What follows belongs to an exercise in optimizing a design on an open flow for small area; a production flow would make more cautious choices. The RTL was checked by simulation tests, not by an equivalence proof against the original design. No activity file was given, so power comes from the tool's default toggle rates.

==> flow/design.v <==
module I2C_MASTER(clk, reset, start, ready, sda_i, scl_i, sda_o, scl_o, send, datasend, sended, receive, datareceive, received);
input  wire clk;
input  wire reset;
input  wire start;
output wire ready;
input  wire sda_i;
input  wire scl_i;
output wire sda_o;
output wire scl_o;
input  wire send;
input  wire [7:0] datasend;
output wire sended;
input  wire receive;
output reg  [7:0] datareceive;
output wire received;
localparam S_PS   = 5'b00000;	 
localparam S_PST1 = 5'b00001;
localparam S_ST1  = 5'b00010;
localparam S_SEND = 5'b00011;
localparam S_WA   = 5'b00100;	 
localparam S_PST2 = 5'b00101;
localparam S_ST2  = 5'b00110;
localparam S_ACKA = 5'b00111;	 
localparam S_WGA  = 5'b01000;	 
localparam S_PST3 = 5'b01001;
localparam S_ST3  = 5'b01010;
localparam S_ACKB = 5'b01011;	 
localparam S_PR   = 5'b01100;	 
localparam S_PST4 = 5'b01101;
localparam S_ST4  = 5'b01110;
localparam S_RECV = 5'b01111;
localparam S_IDLE = 5'b10000;
localparam S_STRT = 5'b10001;
localparam S_WRST = 5'b10010;
localparam S_RST  = 5'b10011;
localparam S_STOP = 5'b10100;
reg [4:0] st;
reg       done;		 
reg       zsda;
reg       zscl;
reg       rw;
reg       ask;
reg       waitSend;
reg       waitReceive;
reg [2:0] count;
reg [7:0] delay;
reg       stateStart;
reg       receivedBit;
reg       lockReceived;
reg       lockSended;
assign sda_o    = zsda;
assign scl_o    = zscl;
assign ready    = (st == S_IDLE);
assign sended   = lockSended;
assign received = lockReceived;
wire [2:0] countDec = count - 3'd1;
wire [7:0] delayInc = delay + 8'd1;
wire e122 = (delay == 8'd122);
wire e124 = (delay == 8'd124);
wire e186 = (delay == 8'd186);
wire e248 = (delay == 8'd248);
wire lt62 = (delay < 8'd62);
wire lt124 = (delay < 8'd124);
wire special = st[4];
wire [1:0] kind = st[3:2];
wire [1:0] phase = st[1:0];
always @(posedge clk)
begin
	if (!reset)
		stateStart <= 1'b0;
	else if (start)
		stateStart <= 1'b1;
	else if (st == S_STRT || st == S_RST)
		stateStart <= 1'b0;
end
always @(posedge clk)
begin
	if (!reset)
		begin
			st <= S_IDLE;
			zsda <= 1'b1;
			rw <= 1'b0;
			ask <= 1'b1;
			lockSended <= 1'b0;
			lockReceived <= 1'b0;
			count <= 3'd7;
			datareceive <= 8'd0;
			waitSend <= 1'b0;
			waitReceive <= 1'b0;
			receivedBit <= 1'b1;
		end
	else
		begin
			case (st)
			S_IDLE: begin
				if (stateStart)
					st <= S_STRT;
				zsda <= 1'b1;
				count <= 3'd7;
				ask <= 1'b1;
				lockSended <= 1'b0;
				lockReceived <= 1'b0;
				waitSend <= 1'b0;
				waitReceive <= 1'b0;
				receivedBit <= 1'b1;
			end
			S_STRT, S_RST: begin
				if (done)
					begin
						st <= S_PS;
						rw <= datasend[0];
					end
				zsda <= 1'b0;
				lockSended <= 1'b0;
				lockReceived <= 1'b0;
			end
			S_WRST: begin
				if (done)
					st <= S_RST;
				zsda <= 1'b1;
			end
			S_PS: begin
				if (done)
					begin
						st <= S_PST1;
						count <= countDec;
					end
				zsda <= datasend[count];
			end
			S_SEND: begin
				if (done)
					begin
						if (count == 3'd7)
							begin
								st <= S_WA;
								waitSend <= 1'b0;
								waitReceive <= 1'b0;
							end
						else
							st <= S_PS;
					end
			end
			S_WGA: begin
				zsda <= ~(waitSend | waitReceive);
				lockReceived <= 1'b1;
				if (send)
					waitSend <= 1'b1;
				if (receive)
					waitReceive <= 1'b1;
				if (done)
					begin
						st <= S_PST3;
						ask <= 1'b1;
					end
			end
			S_WA: begin
				zsda <= 1'b1;
				lockSended <= 1'b1;
				if (send)
					waitSend <= 1'b1;
				if (receive)
					waitReceive <= 1'b1;
				if (done)
					begin
						st <= S_PST2;
						ask <= 1'b1;
					end
			end
			S_ACKA, S_ACKB: begin
				if (done)
					begin
						if (ask)
							st <= S_STOP;
						else if (stateStart)
							st <= S_WRST;
						else if (rw)
							begin
								if (waitReceive)
									begin
										waitReceive <= 1'b0;
										st <= S_PR;
									end
								else
									st <= S_STOP;
							end
						else
							begin
								if (waitSend)
									begin
										waitSend <= 1'b0;
										st <= S_PS;
									end
								else
									st <= S_STOP;
							end
					end
				else if (!sda_i)
					ask <= 1'b0;
				lockSended <= 1'b0;
				lockReceived <= 1'b0;
			end
			S_PR: begin
				if (done)
					begin
						st <= S_PST4;
						receivedBit <= 1'b1;
					end
				zsda <= 1'b1;
			end
			S_RECV: begin
				if (done)
					begin
						if (count == 3'd0)
							begin
								st <= S_WGA;
								waitSend <= 1'b0;
								waitReceive <= 1'b0;
								count <= 3'd7;
							end
						else
							begin
								st <= S_PR;
								count <= countDec;
							end
						datareceive[count] <= receivedBit;
					end
				if (!sda_i)
					receivedBit <= 1'b0;
				zsda <= 1'b1;
			end
			S_PST1, S_ST1, S_PST2, S_ST2, S_PST3, S_ST3, S_PST4, S_ST4: begin
				if (done)
					st <= st + 5'd1;
			end
			S_STOP: begin
				if (done)
					st <= S_IDLE;
				zsda <= 1'b0;
			end
			default: ;
			endcase
		end
end
wire isIdle  = special & (st[2:0] == 3'b000);
wire isStart = special & (st[2:0] == 3'b001);
wire isWrst  = special & (st[2:0] == 3'b010);
wire isRst   = special & (st[2:0] == 3'b011);
wire isStop  = special & st[2];
wire isLow   = ~special & (phase == 2'd0);
wire isRel   = ~special & (phase == 2'd1);
wire isWait  = ~special & (phase == 2'd2);
wire isHigh  = ~special & (phase == 2'd3);
wire hit = (isStart & e186) | ((isWrst | isRst | isHigh) & e124) | (isStop & e248) | (isLow & e122);
wire counting = ~(isIdle | isRel | isWait);
always @(negedge clk)
begin
	if (!reset)
		begin
			zscl <= 1'b1;
			done <= 1'b1;
			delay <= 8'd0;
		end
	else
		begin
			done <= isIdle | isRel | (isWait & scl_i) | hit;
			if (isIdle)
				delay <= 8'd0;
			else if (counting)
				delay <= hit ? ((isStart | isRst) ? 8'd62 : 8'd0) : delayInc;
			if (isIdle | isRel | isHigh)
				zscl <= 1'b1;
			else if (isLow)
				zscl <= 1'b0;
			else if (isStart)
				zscl <= lt124;
			else if (isWrst)
				zscl <= ~lt62;
			else if (isRst)
				zscl <= lt62;
			else if (isStop)
				zscl <= ~lt124;
		end
end
endmodule
module I2C_SLAVE(clk, reset, sda_i, scl_i, sda_o, datasend, sended, isD0, is16, received);
input  wire clk;
input  wire reset;
input  wire sda_i;		 
input  wire scl_i;		 
output wire sda_o;
input  wire [1:0] datasend;	 
output wire sended;
output wire isD0;		 
output wire is16;		 
output wire received;
localparam S_IDLE = 4'd0;
localparam S_PR   = 4'd1;	 
localparam S_R    = 4'd2;	 
localparam S_WGA  = 4'd3;	 
localparam S_PRA  = 4'd5;	 
localparam S_RA   = 4'd6;	 
localparam S_WGAA = 4'd7;	 
localparam S_GA   = 4'd4;	 
localparam S_PS   = 4'd8;	 
localparam S_S    = 4'd9;	 
localparam S_WA   = 4'd10;	 
localparam S_A    = 4'd11;	 
localparam S_STOP = 4'd12;
localparam F_IDLE = 2'd0;
localparam F_WAIT = 2'd1;
localparam F_STRT = 2'd2;
localparam F_STOP = 2'd3;
reg [3:0] st;
reg       done;		 
reg       restartHigh;	 
reg       zsda;
reg [2:0] count;
reg       lockReceived;
reg       lockSended;
reg       ack;
reg       b0;		 
reg       mAdr;		 
reg       mD0;		 
reg       m16;		 
reg [3:0] syncSda;
reg [2:0] syncScl;
reg [1:0] fsm;
reg [4:0] delay;
assign sda_o    = zsda;
assign sended   = ~lockSended;
assign received = ~lockReceived;
assign isD0     = mD0 & ~b0;
assign is16     = m16 & ~b0;
wire bottomSda = syncSda[1];
wire middleSda = syncSda[2];
wire topSda    = syncSda[3];
wire bottomScl = syncScl[1];
wire topScl    = syncScl[2];
wire sclRise   = ~topScl & bottomScl;
wire sclFall   = topScl & ~bottomScl;
always @(posedge clk)
begin
	if (!reset)
		begin
			syncSda <= 4'b1111;
			syncScl <= 3'b111;
		end
	else
		begin
			syncSda <= {syncSda[2:0], sda_i};
			syncScl <= {syncScl[1:0], scl_i};
		end
end
always @(negedge clk)
begin
	if (!reset)
		begin
			fsm <= F_IDLE;
			delay <= 5'd0;
		end
	else
		case (fsm)
		F_IDLE: begin
			if (zsda)
				begin
					if ({middleSda, bottomSda, scl_i} == 3'b101)
						fsm <= F_WAIT;
					else if ({middleSda, bottomSda, scl_i} == 3'b011 && st != S_PS)
						fsm <= F_STOP;
				end
			delay <= 5'd0;
		end
		F_WAIT: begin
			if ({topSda, middleSda, scl_i} == 3'b001)
				fsm <= F_STRT;
			else if (delay == 5'd31)
				fsm <= F_IDLE;
			delay <= delay + 5'd1;
		end
		default:
			fsm <= F_IDLE;
		endcase
end
reg txBit;
always @(*)
begin
	case (count)
	3'd7, 3'd0: txBit = (datasend != 2'd0);
	3'd5, 3'd2: txBit = datasend[1];
	3'd3, 3'd1: txBit = (datasend == 2'd3);
	default:    txBit = 1'b0;
	endcase
end
wire [7:0] kAdr = 8'hEA;	 
wire [7:0] kD0  = 8'hD0;
wire [7:0] k16  = 8'h16;
wire first = (count == 3'd7);
wire [2:0] countDec = count - 3'd1;
always @(posedge clk)
begin
	if (!reset)
		begin
			st <= S_IDLE;
			zsda <= 1'b1;
			lockReceived <= 1'b1;
			lockSended <= 1'b1;
			count <= 3'd7;
			ack <= 1'b1;
		end
	else if (fsm == F_STRT)
		begin
			st <= S_PRA;
			zsda <= 1'b1;
			count <= 3'd7;
		end
	else
		begin
			case (st)
			S_IDLE: begin
				zsda <= 1'b1;
			end
			S_PR, S_PRA: begin
				if (done)
					st <= st + 4'd1;
				zsda <= 1'b1;
				lockReceived <= 1'b1;
				lockSended <= 1'b1;
			end
			S_R, S_RA: begin
				if (done)
					begin
						if (count == 3'd0)
							begin
								st <= st + 4'd1;
								b0 <= topSda;
							end
						else
							begin
								st <= st - 4'd1;
								mAdr <= (first | mAdr) & (topSda == kAdr[count]);
								mD0 <= (first | mD0) & (topSda == kD0[count]);
								m16 <= (first | m16) & (topSda == k16[count]);
							end
						count <= countDec;
					end
			end
			S_PS: begin
				if (done)
					st <= S_S;
				else
					begin
						lockReceived <= 1'b1;
						lockSended <= 1'b1;
						zsda <= txBit;
					end
			end
			S_S: begin
				if (done)
					begin
						st <= (count == 3'd0) ? S_WA : S_PS;
						count <= countDec;
					end
			end
			S_WGAA: begin
				if (done)
					st <= mAdr ? S_GA : S_IDLE;
				zsda <= 1'b0;
			end
			S_WGA: begin
				if (done)
					st <= S_GA;
				lockReceived <= 1'b0;
				zsda <= 1'b0;
			end
			S_GA: begin
				if (done)
					st <= b0 ? S_PS : S_PR;
				zsda <= 1'b0;
			end
			S_WA: begin
				if (done)
					begin
						st <= S_A;
						ack <= 1'b1;
					end
				else
					begin
						zsda <= 1'b1;
						lockSended <= 1'b0;
					end
			end
			S_A: begin
				if (done)
					st <= ack ? S_STOP : S_PS;
				else if (!topSda)
					ack <= 1'b0;
			end
			S_STOP: begin
				if (fsm == F_STOP)
					st <= S_IDLE;
				else
					begin
						lockReceived <= 1'b1;
						lockSended <= 1'b1;
					end
			end
			default: ;
			endcase
		end
end
always @(posedge clk)
begin
	if (!reset)
		restartHigh <= 1'b0;
	else
		restartHigh <= (fsm == F_STRT) & (((st == S_PRA) & done) | ((st == S_RA) & ~done));
end
always @(negedge clk)
begin
	if (!reset)
		done <= 1'b0;
	else
		case (st)
		S_PR, S_PS, S_WGA, S_WGAA, S_WA:
			done <= sclRise;
		S_PRA:
			done <= sclRise | restartHigh;
		S_R, S_RA, S_S, S_GA, S_A:
			done <= sclFall;
		default:
			done <= 1'b0;
		endcase
end
endmodule
module SLAVE_DRIVER(clk, reset, datasend, sended, isD0, is16, received);
input  wire clk;
input  wire reset;
output reg  [1:0] datasend;	 
input  wire sended;
input  wire isD0;
input  wire is16;
input  wire received;
localparam F_IDLE = 2'd0;
localparam F_RECV = 2'd1;
localparam F_SEND = 2'd2;
localparam F_WAIT = 2'd3;
localparam D_IDLE = 3'd0;
localparam D_RECV = 3'd1;
localparam D_SEND = 3'd2;
localparam D_STOP = 3'd3;
localparam D_CHIP = 3'd4;
localparam D_HIGH = 3'd5;
localparam D_LOW  = 3'd6;
reg [1:0] fsm;
reg       lastReceived;
reg       lastSended;
reg [2:0] st;
reg       lastLow;
always @(negedge clk)
begin
	if (!reset)
		begin
			lastReceived <= 1'b0;
			lastSended <= 1'b0;
			fsm <= F_IDLE;
		end
	else
		begin
			case (fsm)
			F_IDLE: begin
				case ({lastReceived, received, lastSended, sended})
				4'b0100: fsm <= F_RECV;
				4'b0001: fsm <= F_SEND;
				default: ;
				endcase
			end
			F_RECV, F_SEND:
				fsm <= F_WAIT;
			F_WAIT: begin
				if ({lastReceived, received, lastSended, sended} == 4'b0000)
					fsm <= F_IDLE;
			end
			endcase
			lastReceived <= received;
			lastSended <= sended;
		end
end
always @(posedge clk)
begin
	if (!reset)
		begin
			datasend <= 2'd0;
			st <= D_IDLE;
			lastLow <= 1'b0;
		end
	else
		begin
			case (st)
			D_IDLE:
				st <= (fsm == F_RECV) ? D_RECV : (fsm == F_SEND) ? D_SEND : D_IDLE;
			D_RECV: begin
				if (isD0)
					st <= D_CHIP;
				else if (is16)
					st <= D_LOW;
				else
					begin
						st <= D_STOP;
						lastLow <= 1'b0;
						datasend <= 2'd0;
					end
			end
			D_SEND:
				st <= lastLow ? D_HIGH : D_STOP;
			D_STOP:
				st <= D_IDLE;
			D_CHIP: begin
				datasend <= 2'd1;
				st <= D_STOP;
			end
			D_LOW: begin
				datasend <= 2'd2;
				lastLow <= 1'b1;
				st <= D_STOP;
			end
			D_HIGH: begin
				datasend <= 2'd3;
				lastLow <= 1'b0;
				st <= D_STOP;
			end
			default: ;
			endcase
		end
end
endmodule
module I2C_MASTER_SLAVE(
	clk,
	reset,
	start,
	ready,
	send,
	datasend,
	sended,
	receive,
	datareceive,
	received,
	sda_i,
	scl_i,
	sda_o,
	scl_o
);
input	wire clk;
input	wire reset;
input	wire start;
output	wire ready;
input	wire send;
input	wire [7:0] datasend;
output	wire sended;
input	wire receive;
output	wire [7:0] datareceive;
output	wire received;
input	wire sda_i;
input	wire scl_i;
output	wire sda_o;
output	wire scl_o;
wire m_sda_o;
wire s_sda_o;
assign sda_o = m_sda_o & s_sda_o;
wire sda = sda_o & sda_i;
wire scl = scl_o & scl_i;
wire [1:0] slv_datasend;
wire slv_sended;
wire slv_isD0;
wire slv_is16;
wire slv_received;
I2C_MASTER I2C_MASTER(
	.clk(clk),
	.reset(reset),
	.start(start),
	.ready(ready),
	.sda_i(sda),
	.scl_i(scl),
	.sda_o(m_sda_o),
	.scl_o(scl_o),
	.send(send),
	.datasend(datasend),
	.sended(sended),
	.receive(receive),
	.datareceive(datareceive),
	.received(received)
);
I2C_SLAVE I2C_SLAVE(
	.clk(clk),
	.reset(reset),
	.sda_i(sda),
	.scl_i(scl),
	.sda_o(s_sda_o),
	.datasend(slv_datasend),
	.sended(slv_sended),
	.isD0(slv_isD0),
	.is16(slv_is16),
	.received(slv_received)
);
SLAVE_DRIVER SLAVE_DRIVER(
	.clk(clk),
	.reset(reset),
	.datasend(slv_datasend),
	.sended(slv_sended),
	.isD0(slv_isD0),
	.is16(slv_is16),
	.received(slv_received)
);
endmodule
==> flow/run.sh <==
#!/bin/bash
# synth_recipe.tcl (not shown) runs the flow's synth.tcl, then flattens the netlist and writes it again
# the make line also repeats each setting of config.mk as NAME=value (left out here)
make -C /OpenROAD-flow-scripts/flow DESIGN_CONFIG=/design/flow/config.mk WORK_HOME=/design/flow/orfs CLKGATE_MAP_FILE= SYNTH_SCRIPT=/design/flow/synth_recipe.tcl finish
==> flow/config.mk <==
export PLATFORM = sky130hd
export DESIGN_NAME = I2C_MASTER_SLAVE
export DESIGN_NICKNAME = I2C_MASTER_SLAVE
export VERILOG_FILES = /design/flow/design.v
export SDC_FILE = /design/flow/constraint.sdc
export NUM_CORES = 4
export LEC_CHECK = 0
export CAP_MARGIN = 20
export CORE_MARGIN = 2
export CORE_UTILIZATION = 40
export CTS_BUF_LIST = sky130_fd_sc_hd__clkbuf_8
export CTS_CLUSTER_SIZE = 40
export PLACE_DENSITY = 0.6
export SLEW_MARGIN = 20
==> flow/constraint.sdc <==
create_clock -name core_clock -period 10.0 [get_ports {clk}]
set_input_delay 2.0000 -clock core_clock [delete_from_list [all_inputs] [get_ports {clk}]]
set_output_delay 2.0000 -clock core_clock [all_outputs]
set_load 0.01 [all_outputs]
==> run notes, run 1 <==
Sw Share between 40% and 50%; Root Driver clkbuf_8; crit path launch type flip-flop; post-CTS setup repair buffer count 0; Synth Area in Simple Gates 24.2%; data arrival time of the critical path 6.34 ns; combined global-route utilization of all metal layers 19.3%; CTS Hold Buffers Added 0; final estimated routing congestion in global placement around 0.86; DRC marker count from the first detailed-route iteration about 270; top flip-flop cell by instance count after synthesis dfxtp_1; slowest cell delay on critical path 0.57 ns; Total Neg Setup Slack 0 ns; DR WL/cell between 15 and 20 µm; number of placement rows 40; type of the worst min-delay path reg2reg; number of buffers and inverters on the critical path 1; data required time of the critical path 8.00 ns; Adder-Cell Fraction of Synth Area just under 8%; peak supply drop roughly 0.00012 V; portion of netlist area occupied by mux cells between 3 and 4%; final-stage net count 685; maximum buffer depth of the clock tree 2; Core Box Area roughly 0.012 mm²; Placement Cell Area 0.00525 mm²; Internal Pwr Total approximately 620 µW; full die area around 0.013 mm²; number of cells after detailed placement slightly below 800; worst relative slew slack a little under two fifths; number of synthesized flops with an enable pin 4; number of nets with antenna violations after routing 0; switching power of the nets between 400 and 500 µW; final setup margin 1.66 ns; critical path endpoint category output port; antenna diode instance count 0; number of antenna violations at the first check in global routing 0; number of library cell types mapped by synthesis just under 80; share of layout cells above drive strength 1 around 6.5%; Comb power frac slightly below 40%; Boundary Pins 28; overflow left after global routing 0; Worst-Margin Slew between 0.9 and 1 ns; DRC violation count after routing 0; cells after synthesis just over 600; I/O Buffers 27; total half-perimeter wirelength after legalization and detailed placement 8.76 mm; Worst Setup Slack post-DPL 1.47 ns; number of vias per cell after detailed routing 5.74; post-synthesis xor/xnor area fraction approximately 1.6%; setup repair after global routing missed its margin no; run status timing/DRC/antenna clean; PwrDens roughly 190 mW/mm²; number of detailed-routing iterations run before antenna repair 5; Clock power frac 23.7%; Top delay family on crit path buffers and inverters; post_cts resized 0; final setup violation count 0; stages on the worst setup path 1; initial core utilization between 40% and 50%; final wirelength roughly 12 mm; Num Clock Sinks 76; pins over their slew limit 0; count of cells along the worst register-to-register path 8; first-pass GRT wire length approximately 21 mm; Seq/Total Area, Yosys a little under a third; detailed-route via count 4663; clock tree from TritonCTS done; # Max-Cap Violations 0; insertion delay of the later-clocked pin in the worst-skew pair about 0.40 ns; post-synthesis instance area 0.00501 mm²; total of warnings raised by yosys 3; Final Power between 1 and 1.5 mW; post-synthesis register bit count between 70 and 80; highest-delay cell along the critical path clkdlybuf4s50_1; clock-pin slew reported for the worst setup and hold paths after clock tree synthesis about 0.070 ns; combinational family with the most area after synthesis simple AND/OR/NAND/NOR gates; Pleak ~2.2 nW; final non-filler cell area approximately 0.0055 mm²; compound-gate portion of the synthesized area 23.6%; die width about 120 µm; kind of critical path reg2out; growth of design area from synthesis to finish 9.66%; Layout Cells excl Fill roughly 810; fraction of registers with async set or reset after synthesis 0%; final core utilization a little under half; worst-path fanout max 5; number of buffers added by the clock tree synthesis step 9; number of cells on the worst hold path 1; largest clock skew in the final design around 0.055 ns; cells along the critical path clkdlybuf4s50_1; worst hold margin ~0.41 ns; largest net degree at the start of global routing 37; via count of the first global-routing pass about 4400; average size of a mapped cell 8.10 µm²; Clock H-tree levels 3; final hold violation count 0; net count of the mapped netlist ~670; Die Y between 100 and 150 µm; Seq pwr share between 30% and 40%
[flip-flops by register name, indices dropped and copies added (netlist names), 3 cells and up]
register	count
I2C_MASTER.datareceive	8
I2C_SLAVE.syncSda	4
I2C_MASTER.st	5
I2C_SLAVE.syncScl	3
I2C_SLAVE.count	3
I2C_SLAVE.delay	5
I2C_SLAVE.st	4
I2C_MASTER.delay	8
I2C_MASTER.count	3
SLAVE_DRIVER.st	3
[metal layers]
metal	GRT usage [%]	share of wire [%]
met1	26.6	47
met2	31.1	46
met3	2.35	5.0
met4	7.06	1.8
met5	0	0
[final cells by class]
cell class / count / area [µm²]
fillers: 1260 / 6610
multi-input cells: 467 / 3050
flip-flops and latches: 76 / 1560
repair buffers: 31 / 300
well taps: 168 / 210
clock buffers: 10 / 138
inverters: 32 / 120
clock inverters: 28 / 118
[cells in the mapped netlist, drive strengths merged, types with 8 or more instances]
cell type	number	area, µm²
o31ai	8	60.1
nand3	14	70.1
a22oi	10	75.1
nor3	14	70.1
a21oi	36	180
clkbuf	29	149
buf	14	129
o21ai	39	199
and3	8	50.1
a211oi	11	100
inv	33	124
a31oi	14	93.8
mux2i	12	120
ha	31	388
dfxtp	72	1440
nand2b	15	93.8
nor2b	14	95.1
nor2	64	240
nand2	59	221
nor4	11	75.1
[power groups by stage]
stage               Sequential, mW  Clock, mW  Combinational [mW]
finish                       0.389      0.249               0.411
global route                 0.397      0.274               0.454
CTS                          0.389      0.253               0.406
detailed placement           0.395     0.0141               0.402
global placement             0.394     0.0141               0.395
floorplan                    0.366     0.0141               0.348
[cells by family (layout without fill, tap and decap cells)]
family / after synthesis / after routing
flip-flops: 76 / 76
buffers and inverters: 76 / 101
multiplexers: 16 / 16
XOR/XNOR: 9 / 9
AO/OA/AOI/OAI: 172 / 172
AND/OR/NAND/NOR: 239 / 239
adder cells (fa/ha/maj): 31 / 31
[path summary, 6_finish.rpt]
check                                     end                            start  slack (ns)
max                                     scl_o     I2C_MASTER.zscl$_SDFFE_NP1P_        1.66
min           I2C_SLAVE.syncScl[1]$_SDFF_PN1_  I2C_SLAVE.syncScl[0]$_SDFF_PN1_        0.41
max reg2reg  I2C_MASTER.delay[2]$_SDFFE_NP0N_    I2C_MASTER.st[0]$_SDFFE_PN0P_        1.97
min reg2reg   I2C_SLAVE.syncScl[1]$_SDFF_PN1_  I2C_SLAVE.syncScl[0]$_SDFF_PN1_        0.41
[cell usage in the layout, fill, tap and decap left out, types with 5 or more instances in the layout]
master / count
clkbuf_8: 10
a211oi_1: 9
nor3b_1: 7
a2111oi_0: 5
a31oi_1: 13
nand2b_1: 15
and2_1: 7
inv_1: 52
o31ai_1: 8
a22oi_1: 10
nor2_1: 64
o211ai_1: 7
mux2i_1: 12
a311oi_1: 5
a21oi_1: 36
dfxtp_1: 72
o21ai_0: 36
ha_1: 31
and3_1: 8
nand2_1: 59
clkdlybuf4s50_1: 27
xor2_1: 5
nand4_1: 5
nor2b_1: 11
nor3_1: 14
nor4_1: 10
nand3_1: 14
==> run 2, diff against run 1 <==
--- a/flow/config.mk
+++ b/flow/config.mk
@@ -7,8 +7,7 @@
 export LEC_CHECK = 0
 export CAP_MARGIN = 20
 export CORE_MARGIN = 2
-export CORE_UTILIZATION = 40
+export CORE_UTILIZATION = 65
 export CTS_BUF_LIST = sky130_fd_sc_hd__clkbuf_8
-export CTS_CLUSTER_SIZE = 40
-export PLACE_DENSITY = 0.6
+export PLACE_DENSITY = 0.85
 export SLEW_MARGIN = 20
==> run 2 against run 1 <==
Compared with the run above:
- still clean on timing, DRC and antenna
- clock skew decreased by 0.0052 ns
- synthesized cell count unchanged
- wire length decreased by 4.4%
- flip-flop and latch count unchanged
- hold slack improved by 0.010 ns
- combinational power decreased by 4%
- utilization increased by 26 points
- via count increased by 0.84%
- clock power about the same
- critical path depth increased by 5
- sequential power increased by 3%
- highest routed layer unchanged
==> run notes, run 2 <==
number of antenna violations at the first check in global routing 0; Regs by FF count I2C_MASTER.datareceive: 8 flops, I2C_MASTER.delay: 8 flops; Root Driver clkbuf_8; first-pass GRT wire length around 20 mm; # Max-Cap Violations 0; final hold violation count 0; Yosys top cell area share between 20% and 30%; insertion delay of the later-clocked pin in the worst-skew pair about 0.39 ns; overflow left after global routing 0; ranking of synthesized cells by area dfxtp_1, ha_1, nor2_1; number of library cell types mapped by synthesis 79; worst-path fanout max 25; most used standard cell by instance count after synthesis dfxtp_1; kind of critical path in2reg; DR WL/cell 15.9 µm; via count of the first global-routing pass between 4000 and 5000; CTS Hold Buffers Added 0; number of detailed-routing iterations run before antenna repair 5; initial core utilization roughly 66%; data arrival time of the critical path 3.79 ns; post-synthesis register bit count 76; setup repair after global routing missed its margin no; cell accounting for the most synthesized area dfxtp_1; list of most frequent post-synthesis cells dfxtp_1, nor2_1, nand2_1; final estimated routing congestion in global placement 0.920; growth of design area from synthesis to finish 7.81%; final wirelength between 10 and 15 mm; reg-to-reg slack, setup between 1.5 and 2 ns; Final Power ~1.0 mW; final-stage net count about 700; maximum buffer depth of the clock tree 2; largest clock skew in the final design approximately 0.05 ns; most frequent cells in the layout dfxtp_1, nor2_1, nand2_1; average size of a mapped cell just over 8 µm²; final setup violation count 0; final core utilization between 70% and 80%; total of warnings raised by yosys 3; most common cell after layout, fill and taps aside dfxtp_1; I/O Buffers 27; PwrDens 193 mW/mm²; worst relative slew slack about a third; number of buffers added by the clock tree synthesis step 9; number of synthesized flops with an enable pin 4; Clock H-tree levels 3; DRC marker count from the first detailed-route iteration around 420; total half-perimeter wirelength after legalization and detailed placement roughly 8.3 mm; run status timing/DRC/antenna clean; critical path endpoint category flip-flop; Total Neg Setup Slack 0 ns; detailed-route via count between 4000 and 5000; number of cells on the worst hold path 1; combined global-route utilization of all metal layers between 20% and 30%; post-CTS setup repair buffer count 0; die width slightly above 90 µm; share of layout cells above drive strength 1 under 10%; worst flop-to-flop path endpoint I2C_MASTER.delay[2]$_SDFFE_NP0N_; data required time of the critical path about 5.2 ns; Worst Min Path Start I2C_SLAVE.syncSda[0]$_SDFF_PN1_; antenna diode instance count 0; Seq/Total Area, Yosys 31.1%; post_cts resized 0; Num Clock Sinks 76; clock-pin slew reported for the worst setup and hold paths after clock tree synthesis about 0.080 ns; net count of the mapped netlist approximately 670; Core Box Area about 0.0076 mm²; Boundary Pins 28; count of cells along the worst register-to-register path 8; number of nets with antenna violations after routing 0; post-synthesis instance area around 0.005 mm²; fraction of registers with async set or reset after synthesis 0%; number of placement rows 32; DRC violation count after routing 0; Die Y between 90 and 100 µm; clock tree from TritonCTS done; Worst-Margin Slew 0.970 ns; cells after synthesis 619; number of vias per cell after detailed routing between 6 and 7; full die area ~0.0084 mm²; end point of the most critical hold path I2C_SLAVE.syncSda[1]$_SDFF_PN1_; top flip-flop cell by instance count after synthesis dfxtp_1; crit path launch type primary input; pins over their slew limit 0; Pleak about 2.2 nW; peak supply drop between 0.0001 and 0.00015 V; type of the worst min-delay path reg2reg; largest net degree at the start of global routing 37; worst flop-to-flop path startpoint I2C_MASTER.st[0]$_SDFFE_PN0P_
==> run 2: worst max path at each step <==
stage | from | to | slack [ns] | depth (start not counted)
6_report | reset | I2C_MASTER.delay[2]$_SDFFE_NP0N_ | 1.44 | 6
4_1_cts | reset | I2C_MASTER.delay[2]$_SDFFE_NP0N_ | 1.47 | 6
3_5_place_dp | reset | I2C_MASTER.delay[2]$_SDFFE_NP0N_ | 1.21 | 6
2_1_floorplan | reset | I2C_MASTER.delay[2]$_SDFFE_NP0N_ | 2.07 | 5
5_1_grt | reset | I2C_MASTER.delay[2]$_SDFFE_NP0N_ | 1.36 | 6
3_3_place_gp | reset | I2C_MASTER.delay[2]$_SDFFE_NP0N_ | 1.32 | 6
==> run 2: layout make-up <==
type                            count  area [µm²]
Clock buffer                        9         124
Clock inverter                     29         129
Fill cell                         580        2200
Inverter                           32         120
Multi-Input combinational cell    467        3050
Sequential cell                    76        1560
Tap cell                          102         128
Timing Repair Buffer               30         293
==> run 2: cell families after synthesis <==
group	Yosys count	synth area share [%]
AO/OA/AOI/OAI	172	23.6
XOR/XNOR	9	1.57
adder cells (fa/ha/maj)	31	7.74
buffers and inverters	76	8.01
flip-flops	76	31.1
multiplexers	16	3.74
AND/OR/NAND/NOR	239	24.2
==> run 2: stage by stage <==
stage	setup slack (ns)	hold WS [ns]	std cells	instance area, µm²
after floorplan	2.07	0.386	619	5010
after global placement	1.32	0.392	708	5160
after detailed placement	1.21	0.400	708	5160
after CTS	1.47	0.422	745	5410
after global routing	1.36	0.436	745	5410
final	1.44	0.420	745	5410
==> run 2: layer usage <==
| metal | global-route usage [%] | part of all wire (%) | up-vias |
|---|---|---|---|
| met5 | 0 | 0 | - |
| li1 | - | - | 2278 |
| met4 | 9.95 | 1.7 | 0 |
| met1 | 37.7 | 43 | 2177 |
| met3 | 4.85 | 7.2 | 27 |
| met2 | 46.4 | 48 | 220 |
==> run 2: critical path, stage by stage <==
cell             delay (ns)
clkdlybuf4s50_1        0.45
buf_4                  0.28
inv_2                  0.06
a31oi_1                0.29
o21ai_1                0.23
a2111oi_0              0.47
==> run 2: power by group <==
| group | total, mW | internal (mW) | switching (mW) | leakage, nW |
|---|---|---|---|---|
| clock | 0.246 | 0.102 | 0.145 | 0.202 |
| combinational | 0.395 | 0.166 | 0.229 | 1.40 |
| sequential | 0.401 | 0.340 | 0.0613 | 0.621 |
| total | 1.04 | 0.608 | 0.435 | 2.22 |
==> run 3, diff against run 2 <==
--- a/flow/config.mk
+++ b/flow/config.mk
@@ -7,7 +7,6 @@
 export LEC_CHECK = 0
 export CAP_MARGIN = 20
 export CORE_MARGIN = 2
-export CORE_UTILIZATION = 65
-export CTS_BUF_LIST = sky130_fd_sc_hd__clkbuf_8
-export PLACE_DENSITY = 0.85
+export CORE_UTILIZATION = 40
+export PLACE_DENSITY = 0.6
 export SLEW_MARGIN = 20
==> run 3 against run 2 <==
Compared with the run above:
- area after synthesis stayed put
- final area rose by 3.9%
- critical endpoint is now scl_o
- clock skew up 0.019 ns
- sequential power fell by 3%
- first-iteration DRC count is 41% lower
- synthesized cell count did not move
- wire length up 4.7%
- critical path depth shrank 5
- via count down 1.9%
- clock power grew 43%
- register-to-register slack improved by 0.03 ns
==> run notes, run 3 <==
# Max-Cap Violations 0; crit path launch type flip-flop; count of cells along the worst register-to-register path 8; number of cells after detailed placement about 780; Core Box Area between 0.01 and 0.015 mm²; DRC marker count from the first detailed-route iteration 249; net count of the mapped netlist ~670; Root Driver clkbuf_16; Worst Min Path Start I2C_SLAVE.syncScl[0]$_SDFF_PN1_; worst relative slew slack 42.0%; via count of the first global-routing pass roughly 4400; PwrDens between 200 and 250 mW/mm²; Num Clock Sinks 76; final-stage net count a little under 700; top flip-flop cell by instance count after synthesis dfxtp_1; end point of the most critical hold path I2C_SLAVE.syncScl[1]$_SDFF_PN1_; Final Power 1.15 mW; final non-filler cell area ~0.0056 mm²; final setup margin between 1.5 and 2 ns; number of buffers and inverters on the critical path 1; final setup violation count 0; Layout Cells excl Fill 812; number of library cell types mapped by synthesis 79; post-synthesis instance area around 0.0050 mm²; Clock H-tree levels 3; number of synthesized flops with an enable pin 4; Boundary Pins 28; highest-delay cell along the critical path clkdlybuf4s50_1; largest net degree at the start of global routing 37; reg-to-reg slack, setup 1.96 ns; final estimated routing congestion in global placement around 0.86; kind of critical path reg2out; DRC violation count after routing 0; CTS Hold Buffers Added 0; ranking of synthesized cells by area dfxtp_1, ha_1, nor2_1; worst flop-to-flop path startpoint I2C_MASTER.st[0]$_SDFFE_PN0P_; most used standard cell by instance count after synthesis dfxtp_1; total half-perimeter wirelength after legalization and detailed placement 8.76 mm; number of antenna violations at the first check in global routing 0; antenna diode instance count 0; critical path endpoint category output port; clock-pin slew reported for the worst setup and hold paths after clock tree synthesis ~0.06 ns; number of buffers added by the clock tree synthesis step 9; clock tree from TritonCTS done; I/O Buffers 27; number of vias per cell after detailed routing ~5.7; average size of a mapped cell between 8 and 9 µm²; largest clock skew in the final design 0.0687 ns; slowest cell delay on critical path between 0.5 and 0.6 ns; worst-path fanout max 5; worst hold margin just over 0.4 ns; initial core utilization between 40 and 50%; final core utilization a little under half; cell accounting for the most synthesized area dfxtp_1; data arrival time of the critical path ~6.3 ns; peak supply drop between 0.0001 and 0.00015 V; cells after synthesis about 620; Placement Cell Area approximately 0.0052 mm²; final wirelength around 12 mm; post-CTS setup repair buffer count 0; Die Y 116 µm; number of detailed-routing iterations run before antenna repair 4; full die area ~0.013 mm²; Regs by FF count I2C_MASTER.datareceive: 8 flops, I2C_MASTER.delay: 8 flops; combined global-route utilization of all metal layers about a fifth; setup repair after global routing missed its margin no; insertion delay of the later-clocked pin in the worst-skew pair ~0.4 ns; number of cells on the worst hold path 1; most common cell after layout, fill and taps aside dfxtp_1; total of warnings raised by yosys 3; Worst-Margin Slew just under 0.9 ns; number of nets with antenna violations after routing 0; Pleak 2.29 nW; pins over their slew limit 0; Yosys top cell area share ~29%; growth of design area from synthesis to finish 12.0%; Worst Setup Slack post-DPL roughly 1.5 ns; cells along the critical path clkdlybuf4s50_1; post-synthesis register bit count 76; post_cts resized 0; Top delay family on crit path buffers and inverters; Total Neg Setup Slack 0 ns; most frequent cells in the layout dfxtp_1, nor2_1, nand2_1; maximum buffer depth of the clock tree 2; number of placement rows 40; final hold violation count 0; detailed-route via count 4613; Seq/Total Area, Yosys between 30% and 40%; overflow left after global routing 0; data required time of the critical path roughly 8.0 ns; fraction of registers with async set or reset after synthesis 0%; run status timing/DRC/antenna clean; share of layout cells above drive strength 1 under 10%; worst flop-to-flop path endpoint I2C_MASTER.delay[2]$_SDFFE_NP0N_; DR WL/cell between 15 and 20 µm; die width between 100 and 150 µm; type of the worst min-delay path reg2reg; list of most frequent post-synthesis cells dfxtp_1, nor2_1, nand2_1; first-pass GRT wire length about 21 mm
-- run 3: worst max path at each step --
stage | startpoint | end | slack, ns | depth (start not counted)
after detailed placement | reset | I2C_MASTER.delay[2]$_SDFFE_NP0N_ | 1.47 | 5
after global placement | reset | I2C_MASTER.delay[2]$_SDFFE_NP0N_ | 1.52 | 5
final | I2C_MASTER.zscl$_SDFFE_NP1P_ | scl_o | 1.66 | 1
after floorplan | reset | I2C_MASTER.delay[2]$_SDFFE_NP0N_ | 2.07 | 5
after CTS | I2C_MASTER.zscl$_SDFFE_NP1P_ | scl_o | 1.66 | 1
after global routing | I2C_MASTER.zscl$_SDFFE_NP1P_ | scl_o | 1.61 | 1
-- run 3: layout make-up --
cell class	instances	area, µm²
inverters	32	120
fillers	1240	6490
well taps	168	210
multi-input cells	467	3050
clock buffers	11	264
repair buffers	31	300
flip-flops and latches	76	1560
clock inverters	27	110
-- run 3: report_power, final --
part	internal, mW	leakage, nW	switching, mW
combinational	0.169	1.40	0.243
sequential	0.340	0.621	0.0492
clock	0.201	0.265	0.152
total	0.710	2.29	0.444
-- run 3: kinds of logic (layout without fill, tap and decap cells) --
kind of cell	Yosys count	after routing	synth area share, %
adder cells (fa/ha/maj)	31	31	7.74
XOR/XNOR	9	9	1.57
flip-flops	76	76	31.1
multiplexers	16	16	3.74
AO/OA/AOI/OAI	172	172	23.6
buffers and inverters	76	101	8.01
AND/OR/NAND/NOR	239	239	24.2
-- run 3: metal layers --
layer,wire [µm],vias to the layer above,GRT usage [%]
met2,5700,139,31.2
met3,634,19,2.41
met4,260,0,7.86
met5,0,-,0
met1,5800,2168,26.7
li1,-,2287,-
==> run 4, diff against run 3 <==
==> flow/flow/run.sh (new file) <==
#!/bin/bash
# Own layout flow: the standard ORFS flow, with
#  - synthesis: the standard script, but the combinational logic mapped by an
#    area-oriented ABC script (flow/area.abc) and no half/full adder extraction,
#  - port buffers: the smallest buffer (sky130_fd_sc_hd__buf_1),
# everything else as standard.sh does it. Each tool's output goes to the ORFS
# logs (orfs/logs/...); make's own output goes to flow.log here.
set -euo pipefail
W=$(pwd)
sed 's|log_cmd abc {\*}\$abc_args|set i [lsearch $abc_args -script]; lset abc_args [expr {$i+1}] '"$W"'/flow/area.abc\n  log_cmd abc {*}$abc_args|' \
  "$FLOW_HOME/scripts/synth.tcl" > "$W/own_synth_body.tcl"
grep -q "flow/area.abc" "$W/own_synth_body.tcl"
sed 's|source \$::env(SCRIPTS_DIR)/synth.tcl|source '"$W"'/own_synth_body.tcl|' synth_recipe.tcl > "$W/own_synth.tcl"
grep -q "own_synth_body.tcl" "$W/own_synth.tcl"
sed -E 's|SYNTH_SCRIPT=[^ ]+|SYNTH_SCRIPT='"$W"'/own_synth.tcl ADDER_MAP_FILE= '"'"'BUFFER_PORTS_ARGS=-buffer_cell sky130_fd_sc_hd__buf_1'"'"'|' standard.sh > "$W/own_standard.sh"
grep -q "own_synth.tcl" "$W/own_standard.sh"
cat "$W/own_standard.sh" > "$W/own_standard.log"
bash "$W/own_standard.sh" > "$W/flow.log" 2>&1
==> flow/flow/area.abc (new file) <==
strash
dc2
dch -f
map -a
topo
==> flow/standard.sh (new file) <==
#!/bin/bash
# synth_recipe.tcl (not shown) runs the flow's synth.tcl, then flattens the netlist and writes it again
# the make line also repeats each setting of config.mk as NAME=value (left out here)
make -C /OpenROAD-flow-scripts/flow DESIGN_CONFIG=/design/flow/config.mk WORK_HOME=/design/flow/orfs CLKGATE_MAP_FILE= SYNTH_SCRIPT=/design/flow/synth_recipe.tcl "${@:-finish}"
--- a/flow/config.mk
+++ b/flow/config.mk
@@ -8,5 +8,6 @@
 export CAP_MARGIN = 20
 export CORE_MARGIN = 2
 export CORE_UTILIZATION = 40
+export CTS_BUF_LIST = sky130_fd_sc_hd__clkbuf_8
 export PLACE_DENSITY = 0.6
 export SLEW_MARGIN = 20
removed: flow/run.sh
==> run 4 against run 3 <==
Compared with the run above:
- count of clock-buffer cells in the layout shrank 2
- via count shrank 10%
- sequential power grew 13%
- synthesized cell count shrank 5.8%
- wire length shrank 19%
- utilization is essentially flat
- non-clock buffer count shrank 2
- worst setup slack gained 0.40 ns
- cell count shrank 3.7%
==> run notes, run 4 <==
run status timing/DRC/antenna clean; final setup margin between 2 and 2.5 ns; DR WL/cell between 10 and 15 µm; # fillers slightly above 1000; count of cells along the worst register-to-register path 14; Most Crowded Layer GR met2; Core Box Area 0.00968 mm²; first-pass GRT wire length 16.9 mm; startpoint of the worst setup timing path I2C_MASTER.zscl$_SDFFE_NP1P_; list of most frequent post-synthesis cells nor2_1, clkinv_1, dfxtp_1, nand2_1, a21oi_1; number of library cell types mapped by synthesis 34; met1 Track Usage GR between 20% and 30%; post_cts resized 0; number of antenna violations at the first check in global routing 0; share of layout cells above drive strength 1 under 10%; critical path endpoint category output port; worst flop-to-flop path startpoint I2C_MASTER.st[4]$_SDFFE_PN1P_; total of warnings raised by yosys 3; combined global-route utilization of all metal layers around 20%; most common cell after layout, fill and taps aside clkinv_1; number of detailed-routing iterations run before antenna repair 4; die width between 100 and 150 µm; growth of design area from synthesis to finish 13.9%; ranking of synthesized cells by area dfxtp_1, nor2_1, clkinv_1; post-synthesis instance area a little under 0.004 mm²; end point of the most critical hold path I2C_SLAVE.syncScl[1]$_SDFF_PN1_; initial core utilization about 41%; Root Driver clkbuf_8; worst-path fanout max 3; insertion delay of the later-clocked pin in the worst-skew pair about 0.39 ns; CTS Hold Buffers Added 0; full die area 0.0107 mm²; average size of a mapped cell roughly 6.8 µm²; via count of the first global-routing pass between 3000 and 4000; final estimated routing congestion in global placement 0.891; Num Clock Sinks 76; Worst Min Path Start I2C_SLAVE.syncScl[0]$_SDFF_PN1_; DRC marker count from the first detailed-route iteration 180; slowest cell delay on critical path ~0.38 ns; largest net degree at the start of global routing 25; peak supply drop slightly above 0.0001 V; number of vias per cell after detailed routing between 5 and 6; crit path launch type flip-flop; pins over their slew limit 0; Die Y 103 µm; worst relative slew slack a little over half; number of nets with antenna violations after routing 0; number of buffers and inverters on the critical path 1; Pleak approximately 1.6 nW; post-synthesis register bit count 76; worst flop-to-flop path endpoint I2C_MASTER.delay[3]$_SDFFE_NP0N_; final-stage net count roughly 660; final hold violation count 0; number of placement rows 36; fraction of registers with async set or reset after synthesis 0%; maximum buffer depth of the clock tree 2; setup repair after global routing missed its margin no; clock tree from TritonCTS done; clock-pin slew reported for the worst setup and hold paths after clock tree synthesis ~0.090 ns; # Max-Cap Violations 0; met3 Track Usage GR around 3.0%; DRC violation count after routing 0; Total Neg Setup Slack 0 ns; detailed-route via count between 4000 and 5000; total half-perimeter wirelength after legalization and detailed placement between 7 and 8 mm; Placement Cell Area 0.00422 mm²; number of cells on the worst hold path 1; net count of the mapped netlist ~600; final setup violation count 0; Yosys top cell area share a little over a third; kind of critical path reg2out; top flip-flop cell by instance count after synthesis dfxtp_1; final wirelength between 9 and 10 mm; I/O Buffers 27; type of the worst min-delay path reg2reg; Top delay family on crit path flip-flops; most frequent cells in the layout clkinv_1, nor2_1, dfxtp_1, nand2_1, a21oi_1; overflow left after global routing 0; reg-to-reg slack, setup about 2.3 ns; antenna diode instance count 0; highest-delay cell along the critical path dfxtp_1; cells along the critical path buf_1; number of buffers added by the clock tree synthesis step 9; number of synthesized flops with an enable pin 4; Boundary Pins 28; final non-filler cell area about 0.0045 mm²; cells after synthesis 583; post-CTS setup repair buffer count 0; cell accounting for the most synthesized area dfxtp_1; Seq/Total Area, Yosys 39.6%; Regs by FF count I2C_MASTER.datareceive: 8 flops, I2C_MASTER.delay: 8 flops; met2 routing resource usage after global routing 32.6%; largest clock skew in the final design approximately 0.039 ns; data required time of the critical path 8.00 ns; data arrival time of the critical path 5.94 ns; Clock H-tree levels 3; Worst-Margin Slew between 0.6 and 0.7 ns; PwrDens ~260 mW/mm²; most used standard cell by instance count after synthesis nor2_1; Worst Setup Slack post-DPL roughly 1.7 ns
==> run 4: layout make-up <==
type,instances,area [µm²],area share (%)
Sequential cell,76,1560,34.8
Inverter,98,368,8.19
Tap cell,133,166,3.71
Timing Repair Buffer,29,116,2.59
Multi-Input combinational cell,408,2010,44.7
Clock inverter,29,145,3.23
Clock buffer,9,124,2.76
==> run 4: where the power goes <==
group / total [mW] / internal [mW] / switching, mW
Combinational: 0.475 / 0.154 / 0.321
Sequential: 0.439 / 0.370 / 0.0691
Clock: 0.267 / 0.108 / 0.159
Total: 1.18 / 0.632 / 0.550
==> run 4: logic make-up after synthesis <==
| kind of cell | share of synthesized area (%) |
|---|---|
| compound gates | 21.8 |
| xor+xnor | 0.889 |
| buf+inv | 9.43 |
| flops | 39.6 |
| simple gates | 28.3 |
==> run 4: worst max-delay path by stage <==
stage | end | slack (ns) | depth (start not counted)
after global routing | I2C_SLAVE.delay[0]$_SDFFE_NN0P_ | 1.94 | 5
after detailed placement | I2C_SLAVE.delay[0]$_SDFFE_NN0P_ | 1.67 | 5
after floorplan | I2C_SLAVE.fsm[0]$_SDFFE_NN0P_ | 2.04 | 6
final | scl_o | 2.06 | 1
after CTS | scl_o | 2.05 | 1
after global placement | I2C_SLAVE.fsm[1]$_SDFFE_NN0P_ | 1.70 | 5
==> run 4: per-layer routing <==
| metal | routed length, µm | vias to the layer above |
|---|---|---|
| li1 | - | 2135 |
| met5 | 0 | - |
| met4 | 322 | 0 |
| met3 | 335 | 27 |
| met1 | 4650 | 1885 |
| met2 | 4680 | 86 |
==> run 4: stage by stage <==
| step | hold WS (ns) | total power [mW] | std cells | utilization (%) |
|---|---|---|---|---|
| 3_3_place_gp | 0.410 | 0.923 | 745 | 43.6 |
| 2_1_floorplan | 0.393 | 0.806 | 583 | - |
| 4_1_cts | 0.427 | 1.18 | 782 | 46.4 |
| 6_report | 0.420 | 1.18 | 782 | 46.4 |
| 5_1_grt | 0.436 | 1.29 | 782 | 46.4 |
| 3_5_place_dp | 0.409 | 0.927 | 745 | 43.6 |
==> run 5, diff against run 4 <==
--- a/flow/design.v
+++ b/flow/design.v
@@ -54,13 +54,19 @@
 assign sended   = lockSended;
 assign received = lockReceived;
 wire [2:0] countDec = count - 3'd1;
-wire [7:0] delayInc = delay + 8'd1;
-wire e122 = (delay == 8'd122);
-wire e124 = (delay == 8'd124);
-wire e186 = (delay == 8'd186);
-wire e248 = (delay == 8'd248);
-wire lt62 = (delay < 8'd62);
-wire lt124 = (delay < 8'd124);
+localparam [7:0] D_0   = 8'h00;
+localparam [7:0] D_62  = 8'hB2;
+localparam [7:0] D_122 = 8'h5D;
+localparam [7:0] D_124 = 8'h77;
+localparam [7:0] D_186 = 8'h26;
+localparam [7:0] D_248 = 8'hF6;
+wire [7:0] delayInc = {delay[6:0], ~(delay[7] ^ delay[5] ^ delay[4] ^ delay[3])};
+wire e0   = (delay == D_0);
+wire e62  = (delay == D_62);
+wire e122 = (delay == D_122);
+wire e124 = (delay == D_124);
+wire e186 = (delay == D_186);
+wire e248 = (delay == D_248);
 wire special = st[4];
 wire [1:0] kind = st[3:2];
 wire [1:0] phase = st[1:0];
@@ -258,27 +264,27 @@
 		begin
 			zscl <= 1'b1;
 			done <= 1'b1;
-			delay <= 8'd0;
+			delay <= D_0;
 		end
 	else
 		begin
 			done <= isIdle | isRel | (isWait & scl_i) | hit;
 			if (isIdle)
-				delay <= 8'd0;
+				delay <= D_0;
 			else if (counting)
-				delay <= hit ? ((isStart | isRst) ? 8'd62 : 8'd0) : delayInc;
+				delay <= hit ? ((isStart | isRst) ? D_62 : D_0) : delayInc;
 			if (isIdle | isRel | isHigh)
 				zscl <= 1'b1;
 			else if (isLow)
 				zscl <= 1'b0;
 			else if (isStart)
-				zscl <= lt124;
+				zscl <= zscl & ~e124;
 			else if (isWrst)
-				zscl <= ~lt62;
+				zscl <= ~e0 & (zscl | e62);
 			else if (isRst)
-				zscl <= lt62;
+				zscl <= zscl & ~e62;
 			else if (isStop)
-				zscl <= ~lt124;
+				zscl <= ~e0 & (zscl | e124);
 		end
 end
 endmodule
@@ -306,13 +312,13 @@
 localparam S_WA   = 4'd10;	 
 localparam S_A    = 4'd11;	 
 localparam S_STOP = 4'd12;
+localparam S_PRAH = 4'd13;	 
 localparam F_IDLE = 2'd0;
 localparam F_WAIT = 2'd1;
 localparam F_STRT = 2'd2;
 localparam F_STOP = 2'd3;
 reg [3:0] st;
 reg       done;		 
-reg       restartHigh;	 
 reg       zsda;
 reg [2:0] count;
 reg       lockReceived;
@@ -409,7 +415,7 @@
 		end
 	else if (fsm == F_STRT)
 		begin
-			st <= S_PRA;
+			st <= (((st == S_PRA) & done) | ((st == S_RA) & ~done)) ? S_PRAH : S_PRA;
 			zsda <= 1'b1;
 			count <= 3'd7;
 		end
@@ -419,6 +425,12 @@
 			S_IDLE: begin
 				zsda <= 1'b1;
 			end
+			S_PRAH: begin
+				st <= S_RA;
+				zsda <= 1'b1;
+				lockReceived <= 1'b1;
+				lockSended <= 1'b1;
+			end
 			S_PR, S_PRA: begin
 				if (done)
 					st <= st + 4'd1;
@@ -508,23 +520,14 @@
 			endcase
 		end
 end
-always @(posedge clk)
-begin
-	if (!reset)
-		restartHigh <= 1'b0;
-	else
-		restartHigh <= (fsm == F_STRT) & (((st == S_PRA) & done) | ((st == S_RA) & ~done));
-end
 always @(negedge clk)
 begin
 	if (!reset)
 		done <= 1'b0;
 	else
 		case (st)
-		S_PR, S_PS, S_WGA, S_WGAA, S_WA:
+		S_PR, S_PRA, S_PS, S_WGA, S_WGAA, S_WA:
 			done <= sclRise;
-		S_PRA:
-			done <= sclRise | restartHigh;
 		S_R, S_RA, S_S, S_GA, S_A:
 			done <= sclFall;
 		default:
@@ -544,13 +547,13 @@
 localparam F_RECV = 2'd1;
 localparam F_SEND = 2'd2;
 localparam F_WAIT = 2'd3;
-localparam D_IDLE = 3'd0;
-localparam D_RECV = 3'd1;
-localparam D_SEND = 3'd2;
-localparam D_STOP = 3'd3;
-localparam D_CHIP = 3'd4;
-localparam D_HIGH = 3'd5;
-localparam D_LOW  = 3'd6;
+localparam D_IDLE = 3'b000;
+localparam D_RECV = 3'b001;
+localparam D_SEND = 3'b010;
+localparam D_STOP = 3'b011;
+localparam D_CHIP = 3'b101;
+localparam D_LOW  = 3'b110;
+localparam D_HIGH = 3'b111;
 reg [1:0] fsm;
 reg       lastReceived;
 reg       lastSended;
@@ -585,6 +588,7 @@
 			lastSended <= sended;
 		end
 end
+wire other = (st == D_RECV) & ~isD0 & ~is16;
 always @(posedge clk)
 begin
 	if (!reset)
@@ -595,40 +599,25 @@
 		end
 	else
 		begin
+			if (st[2])
+				datasend <= st[1:0];
+			else if (other)
+				datasend <= 2'd0;
+			if (st == D_LOW)
+				lastLow <= 1'b1;
+			else if ((st == D_HIGH) | other)
+				lastLow <= 1'b0;
 			case (st)
 			D_IDLE:
 				st <= (fsm == F_RECV) ? D_RECV : (fsm == F_SEND) ? D_SEND : D_IDLE;
-			D_RECV: begin
-				if (isD0)
-					st <= D_CHIP;
-				else if (is16)
-					st <= D_LOW;
-				else
-					begin
-						st <= D_STOP;
-						lastLow <= 1'b0;
-						datasend <= 2'd0;
-					end
-			end
+			D_RECV:
+				st <= isD0 ? D_CHIP : is16 ? D_LOW : D_STOP;
 			D_SEND:
 				st <= lastLow ? D_HIGH : D_STOP;
 			D_STOP:
 				st <= D_IDLE;
-			D_CHIP: begin
-				datasend <= 2'd1;
-				st <= D_STOP;
-			end
-			D_LOW: begin
-				datasend <= 2'd2;
-				lastLow <= 1'b1;
+			default:
 				st <= D_STOP;
-			end
-			D_HIGH: begin
-				datasend <= 2'd3;
-				lastLow <= 1'b0;
-				st <= D_STOP;
-			end
-			default: ;
 			endcase
 		end
 end
==> run 5 against run 4 <==
Compared with the run above:
- utilization up 0.92 points
- largest power group unchanged
- hold slack better by 0.0012 ns
- still clean on timing, DRC and antenna
- final area down 2.2%
- register-to-register slack worse by 0.26 ns
- die area down 2.7%
- largest cell class unchanged
- critical path type is now in2reg
- combinational power up 4%
- worst setup slack worse by 0.19 ns
- sequential share of layout area up 0.34 points
- count of clock-buffer cells in the layout unchanged
==> run notes, run 5 <==
detailed-route via count about 4000; list of most frequent post-synthesis cells nor2_1, clkinv_1, dfxtp_1; Sw Share between 40% and 50%; total of warnings raised by yosys 3; average size of a mapped cell around 7 µm²; number of cells after detailed placement about 700; total half-perimeter wirelength after legalization and detailed placement 7.68 mm; Root Driver clkbuf_8; Clock H-tree levels 3; final setup violation count 0; crit path launch type primary input; # fillers between 900 and 1000; most common cell after layout, fill and taps aside clkinv_1; Regs by FF count I2C_MASTER.datareceive: 8 flops, I2C_MASTER.delay: 8 flops; growth of design area from synthesis to finish 14.6%; worst flop-to-flop path startpoint I2C_MASTER.st[4]$_SDFFE_PN1P_; number of placement rows 35; number of nets with antenna violations after routing 0; die width roughly 100 µm; most used standard cell by instance count after synthesis nor2_1; setup repair after global routing missed its margin no; Boundary Pins 28; cell accounting for the most synthesized area dfxtp_1; Internal Pwr Total about 640 µW; final estimated routing congestion in global placement between 0.9 and 1; worst-path fanout max 20; DRC violation count after routing 0; post-CTS setup repair buffer count 0; clock-pin slew reported for the worst setup and hold paths after clock tree synthesis 0.10 ns; PwrDens between 200 and 300 mW/mm²; startpoint of the worst setup timing path reset; share of layout cells above drive strength 1 about 4%; fraction of registers with async set or reset after synthesis 0%; post-synthesis instance area 0.00383 mm²; largest clock skew in the final design just over 0.04 ns; antenna diode instance count 0; run status timing/DRC/antenna clean; most frequent cells in the layout clkinv_1, nor2_1, dfxtp_1; top flip-flop cell by instance count after synthesis dfxtp_1; full die area between 0.01 and 0.015 mm²; overflow left after global routing 0; data arrival time of the critical path 3.45 ns; Worst-Margin Slew 0.972 ns; post_cts resized 0; pins over their slew limit 0; final wirelength slightly above 10 mm; first-pass GRT wire length between 15 and 20 mm; peak supply drop 0.000118 V; Die Y approximately 100 µm; # Max-Cap Violations 0; ranking of synthesized cells by area dfxtp_1, nor2_1, clkinv_1; Yosys top cell area share a little under two fifths; Comb power frac approximately two fifths; largest net degree at the start of global routing 21; CTS Hold Buffers Added 0; worst relative slew slack between 30% and 40%; number of synthesized flops with an enable pin 4; clock tree from TritonCTS done; maximum buffer depth of the clock tree 2; kind of critical path in2reg; Core Box Area between 0.009 and 0.01 mm²; data required time of the critical path 5.32 ns; number of library cell types mapped by synthesis 32; final hold violation count 0; Seq pwr share 36.3%; Pleak approximately 1.5 nW; net count of the mapped netlist about 560; number of buffers added by the clock tree synthesis step 9; cells after synthesis approximately 550; initial core utilization between 40 and 50%; I/O Buffers 27; Seq/Total Area, Yosys between 40% and 50%; DRC marker count from the first detailed-route iteration around 180; type of the worst min-delay path reg2reg; critical path endpoint category flip-flop; via count of the first global-routing pass about 3700; DR WL/cell between 10 and 15 µm; final-stage net count between 600 and 700; post-synthesis register bit count 75; Layout Cells excl Fill approximately 740; combined global-route utilization of all metal layers between 20% and 30%; number of antenna violations at the first check in global routing 0; Clock power frac 23.1%; Total Neg Setup Slack 0 ns; number of vias per cell after detailed routing roughly 5.4; Num Clock Sinks 75; switching power of the nets about 570 µW; number of detailed-routing iterations run before antenna repair 4; Worst Min Path Start I2C_SLAVE.syncScl[0]$_SDFF_PN1_; insertion delay of the later-clocked pin in the worst-skew pair ~0.40 ns
-- run 5: cell types whose count changed in the layout (fill, tap and decap cells not counted), sizes merged, moves of 6 or more --
cell    delta
a21oi      +9
nand2     -23
nand3      -7
nor3      -14
nor2      -13
nor4       +6
clkinv     -9
-- run 5: layout make-up --
type / instances / area [µm²] / share of cell area [%]
timing repair buffer: 29 / 116 / 2.65
clock buffer: 9 / 124 / 2.82
tap: 129 / 161 / 3.68
clock inverter: 29 / 161 / 3.68
inverter: 90 / 338 / 7.70
sequential: 75 / 1540 / 35.1
multi-input combinational: 381 / 1950 / 44.4
-- run 5: critical path, cell delays in order --
cell	delay, ns
buf_1	0.35
clkinv_1	0.61
buf_4	0.40
nor2_1	0.09
-- run 5: layer usage --
layer  global-route usage [%]  vias to the layer above  share of wire, %
li1                         -                     2047                 -
met1                     26.3                     1813                45
met2                     34.3                      137                47
met3                     3.35                       23               5.6
met4                     7.49                        0               2.2
met5                        0                        -                 0
-- run 5: logic make-up (layout without fill, tap and decap cells) --
kind of cell,count (synthesis),count (layout),synth area share [%]
AND/OR/NAND/NOR,219,219,24.6
AO/OA/AOI/OAI,157,157,25.1
buffers and inverters,91,157,8.92
flip-flops,75,75,40.2
XOR/XNOR,5,5,1.14
-- run 5: stage by stage --
| step | hold WS (ns) | util (%) | setup WS, ns | instance area, µm² | total power, mW |
|---|---|---|---|---|---|
| 6_report | 0.421 | 47.3 | 1.87 | 4390 | 1.21 |
| 5_1_grt | 0.438 | 47.3 | 1.64 | 4390 | 1.32 |
| 3_5_place_dp | 0.400 | 44.2 | 1.42 | 4110 | 0.939 |
| 2_1_floorplan | 0.393 | - | 2.04 | 3830 | 0.812 |
| 3_3_place_gp | 0.398 | 44.2 | 1.48 | 4110 | 0.940 |
| 4_1_cts | 0.424 | 47.3 | 1.83 | 4390 | 1.21 |
-- run 5: power groups by stage --
stage / combinational [mW] / clock, mW / sequential [mW]
global route: 0.561 / 0.306 / 0.451
global placement: 0.481 / 0.0141 / 0.445
finish: 0.493 / 0.279 / 0.439
floorplan: 0.372 / 0.0141 / 0.425
detailed placement: 0.480 / 0.0141 / 0.445
CTS: 0.484 / 0.288 / 0.439
-- run 5: worst paths after layout --
check                                                       endpoint  slack [ns]  cells past startpoint
worst max-delay path            SLAVE_DRIVER.lastReceived$_SDFF_NN0_        1.87                      4
worst min-delay path                 I2C_SLAVE.syncScl[1]$_SDFF_PN1_        0.42                      1
worst max register to register      I2C_MASTER.delay[5]$_SDFFE_NP0N_        2.01                     12
worst min register to register       I2C_SLAVE.syncScl[1]$_SDFF_PN1_        0.42                      1
==> run 6, diff against run 5 <==
--- a/flow/design.v
+++ b/flow/design.v
@@ -55,13 +55,12 @@
 assign received = lockReceived;
 wire [2:0] countDec = count - 3'd1;
 localparam [7:0] D_0   = 8'h00;
-localparam [7:0] D_62  = 8'hB2;
-localparam [7:0] D_122 = 8'h5D;
-localparam [7:0] D_124 = 8'h77;
-localparam [7:0] D_186 = 8'h26;
-localparam [7:0] D_248 = 8'hF6;
-wire [7:0] delayInc = {delay[6:0], ~(delay[7] ^ delay[5] ^ delay[4] ^ delay[3])};
-wire e0   = (delay == D_0);
+localparam [7:0] D_62 = 8'h10;
+localparam [7:0] D_122 = 8'hE4;
+localparam [7:0] D_124 = 8'h93;
+localparam [7:0] D_186 = 8'hD8;
+localparam [7:0] D_248 = 8'h5E;
+wire [7:0] delayInc = {delay[6:0], ~(delay[7] ^ delay[3] ^ delay[2] ^ delay[1])};
 wire e62  = (delay == D_62);
 wire e122 = (delay == D_122);
 wire e124 = (delay == D_124);
@@ -269,22 +268,19 @@
 	else
 		begin
 			done <= isIdle | isRel | (isWait & scl_i) | hit;
-			if (isIdle)
-				delay <= D_0;
-			else if (counting)
-				delay <= hit ? ((isStart | isRst) ? D_62 : D_0) : delayInc;
-			if (isIdle | isRel | isHigh)
-				zscl <= 1'b1;
-			else if (isLow)
+			delay <= (counting & ~hit) ? delayInc : (hit & (isStart | isRst)) ? D_62 : D_0;
+			if (isLow)
 				zscl <= 1'b0;
 			else if (isStart)
 				zscl <= zscl & ~e124;
 			else if (isWrst)
-				zscl <= ~e0 & (zscl | e62);
+				zscl <= ~done & (zscl | e62);
 			else if (isRst)
 				zscl <= zscl & ~e62;
 			else if (isStop)
-				zscl <= ~e0 & (zscl | e124);
+				zscl <= ~done & (zscl | e124);
+			else
+				zscl <= 1'b1;
 		end
 end
 endmodule
==> run 6 against run 5 <==
Compared with the run above:
- non-clock buffer count unchanged
- first-iteration DRC count increased by 27%
- die area decreased by 1.5%
- synthesized cell count increased by 0.73%
- clock power about the same
- hold slack about the same
- worst setup slack improved by 0.17 ns
- clock skew increased by 0.0035 ns
- combinational power decreased by 25%
- final area decreased by 1.9%
- critical path type is now reg2out
- largest power group is now sequential cells
- highest routed layer unchanged
==> run notes, run 6 <==
cell accounting for the most synthesized area dfxtp_1; die width between 100 and 150 µm; Clock H-tree levels 3; total half-perimeter wirelength after legalization and detailed placement around 7.2 mm; number of buffers added by the clock tree synthesis step 9; Total Neg Setup Slack 0 ns; clock tree from TritonCTS done; data arrival time of the critical path approximately 6 ns; share of layout cells above drive strength 1 under 10%; number of nets with antenna violations after routing 0; full die area 0.0102 mm²; Internal Pwr Total between 500 and 600 µW; final wirelength approximately 9.6 mm; met1 Track Usage GR roughly 25%; most common cell after layout, fill and taps aside clkinv_1; largest net degree at the start of global routing 39; I/O Buffers 27; PwrDens about 240 mW/mm²; number of antenna violations at the first check in global routing 0; DRC violation count after routing 0; final non-filler cell area ~0.0043 mm²; antenna diode instance count 0; met2 routing resource usage after global routing approximately a third; post-synthesis instance area approximately 0.0038 mm²; Core Box Area 0.00920 mm²; cells after synthesis about 550; Pleak around 1.5 nW; Boundary Pins 28; average size of a mapped cell slightly below 7 µm²; setup repair after global routing missed its margin no; pins over their slew limit 0; list of most frequent post-synthesis cells nor2_1, clkinv_1, dfxtp_1; switching power of the nets around 470 µW; Comb power frac around a third; most frequent cells in the layout clkinv_1, nor2_1, dfxtp_1; Seq pwr share around 39%; final setup violation count 0; number of library cell types mapped by synthesis 32; Clock power frac a little over a quarter; detailed-route via count 3906; worst hold margin between 0.4 and 0.5 ns; peak supply drop 0.000119 V; final-stage net count approximately 630; Placement Cell Area 0.00402 mm²; worst relative slew slack a little under three fifths; # fillers 953; critical path endpoint category output port; type of the worst min-delay path reg2reg; number of detailed-routing iterations run before antenna repair 4; post-synthesis register bit count 75; DRC marker count from the first detailed-route iteration roughly 220; run status timing/DRC/antenna clean; Yosys top cell area share 37.7%; initial core utilization 41.0%; met3 Track Usage GR 5.20%; Seq/Total Area, Yosys between 40% and 50%; kind of critical path reg2out; number of buffers and inverters on the critical path 1; insertion delay of the later-clocked pin in the worst-skew pair approximately 0.4 ns; CTS Hold Buffers Added 0; Sw Share around 45%; total of warnings raised by yosys 3; post-CTS setup repair buffer count 0; # Max-Cap Violations 0; first-pass GRT wire length 16.4 mm; data required time of the critical path around 8.0 ns; net count of the mapped netlist roughly 570; highest-delay cell along the critical path dfxtp_1; largest clock skew in the final design ~0.045 ns; ranking of synthesized cells by area dfxtp_1, nor2_1, clkinv_1; worst-path fanout max 6; Root Driver clkbuf_8; number of placement rows 35; growth of design area from synthesis to finish 14.3%; Top delay family on crit path flip-flops; Most Crowded Layer GR met2; Final Power around 1.1 mW; most used standard cell by instance count after synthesis nor2_1; crit path launch type flip-flop; Die Y about 100 µm; Worst-Margin Slew ~0.65 ns; final hold violation count 0; top flip-flop cell by instance count after synthesis dfxtp_1; number of synthesized flops with an enable pin 4; Regs by FF count I2C_MASTER.datareceive: 8 flops, I2C_MASTER.delay: 8 flops; Num Clock Sinks 75; number of vias per cell after detailed routing around 5.4; cells along the critical path buf_1; via count of the first global-routing pass 3617; final estimated routing congestion in global placement about 0.9; combined global-route utilization of all metal layers roughly a fifth; slowest cell delay on critical path ~0.39 ns; overflow left after global routing 0; maximum buffer depth of the clock tree 2; fraction of registers with async set or reset after synthesis 0%; post_cts resized 0; DR WL/cell 13.2 µm; clock-pin slew reported for the worst setup and hold paths after clock tree synthesis 0.10 ns
-- run 6: kinds of logic after synthesis --
family                 Yosys count  share of synthesized area [%]
AND/OR/NAND/NOR                246                           27.7
AO/OA/AOI/OAI                  130                           21.0
buffers and inverters           97                           9.66
flip-flops                      75                           40.9
XOR/XNOR                         3                          0.697
-- run 6: area by class of cell --
| cell class | count | area, µm² | area share, % |
|---|---|---|---|
| multi-input combinational | 379 | 1860 | 43.3 |
| clock buffer | 9 | 124 | 2.88 |
| tap | 111 | 139 | 3.22 |
| inverter | 96 | 360 | 8.37 |
| timing repair buffer | 29 | 116 | 2.70 |
| clock inverter | 29 | 163 | 3.78 |
| sequential | 75 | 1540 | 35.8 |
-- run 6: per-stage QoR --
step                      setup WS, ns  util [%]  cells
final                             2.04      46.8    728
after global placement            1.78      43.8    691
after CTS                         2.02      46.8    728
after global routing              2.00      46.8    728
after floorplan                   1.60         -    551
after detailed placement          1.75      43.8    691
-- run 6: final timing paths --
check                             startpoint                               to  slack (ns)  cells after the start
max               I2C_MASTER.zscl$_SDFF_NN1_                            scl_o        2.04                      1
min          I2C_SLAVE.syncScl[0]$_SDFF_PN1_  I2C_SLAVE.syncScl[1]$_SDFF_PN1_        0.42                      1
max reg2reg       I2C_MASTER.done$_SDFF_NN1_    I2C_MASTER.st[0]$_SDFFE_PN0P_        2.64                      6
min reg2reg  I2C_SLAVE.syncScl[0]$_SDFF_PN1_  I2C_SLAVE.syncScl[1]$_SDFF_PN1_        0.42                      1
-- run 6: routing by layer --
| layer | vias up | wire, µm |
|---|---|---|
| met1 | 1761 | 4530 |
| met2 | 113 | 4400 |
| met3 | 23 | 446 |
| met4 | 0 | 240 |
| li1 | 2009 | - |
| met5 | - | 0 |
-- run 6: power groups by stage --
| stage | Clock, mW | Combinational [mW] | Sequential (mW) |
|---|---|---|---|
| CTS | 0.285 | 0.366 | 0.405 |
| finish | 0.277 | 0.370 | 0.405 |
| global placement | 0.0141 | 0.365 | 0.411 |
| floorplan | 0.0141 | 0.281 | 0.397 |
| detailed placement | 0.0141 | 0.365 | 0.411 |
| global route | 0.308 | 0.424 | 0.413 |
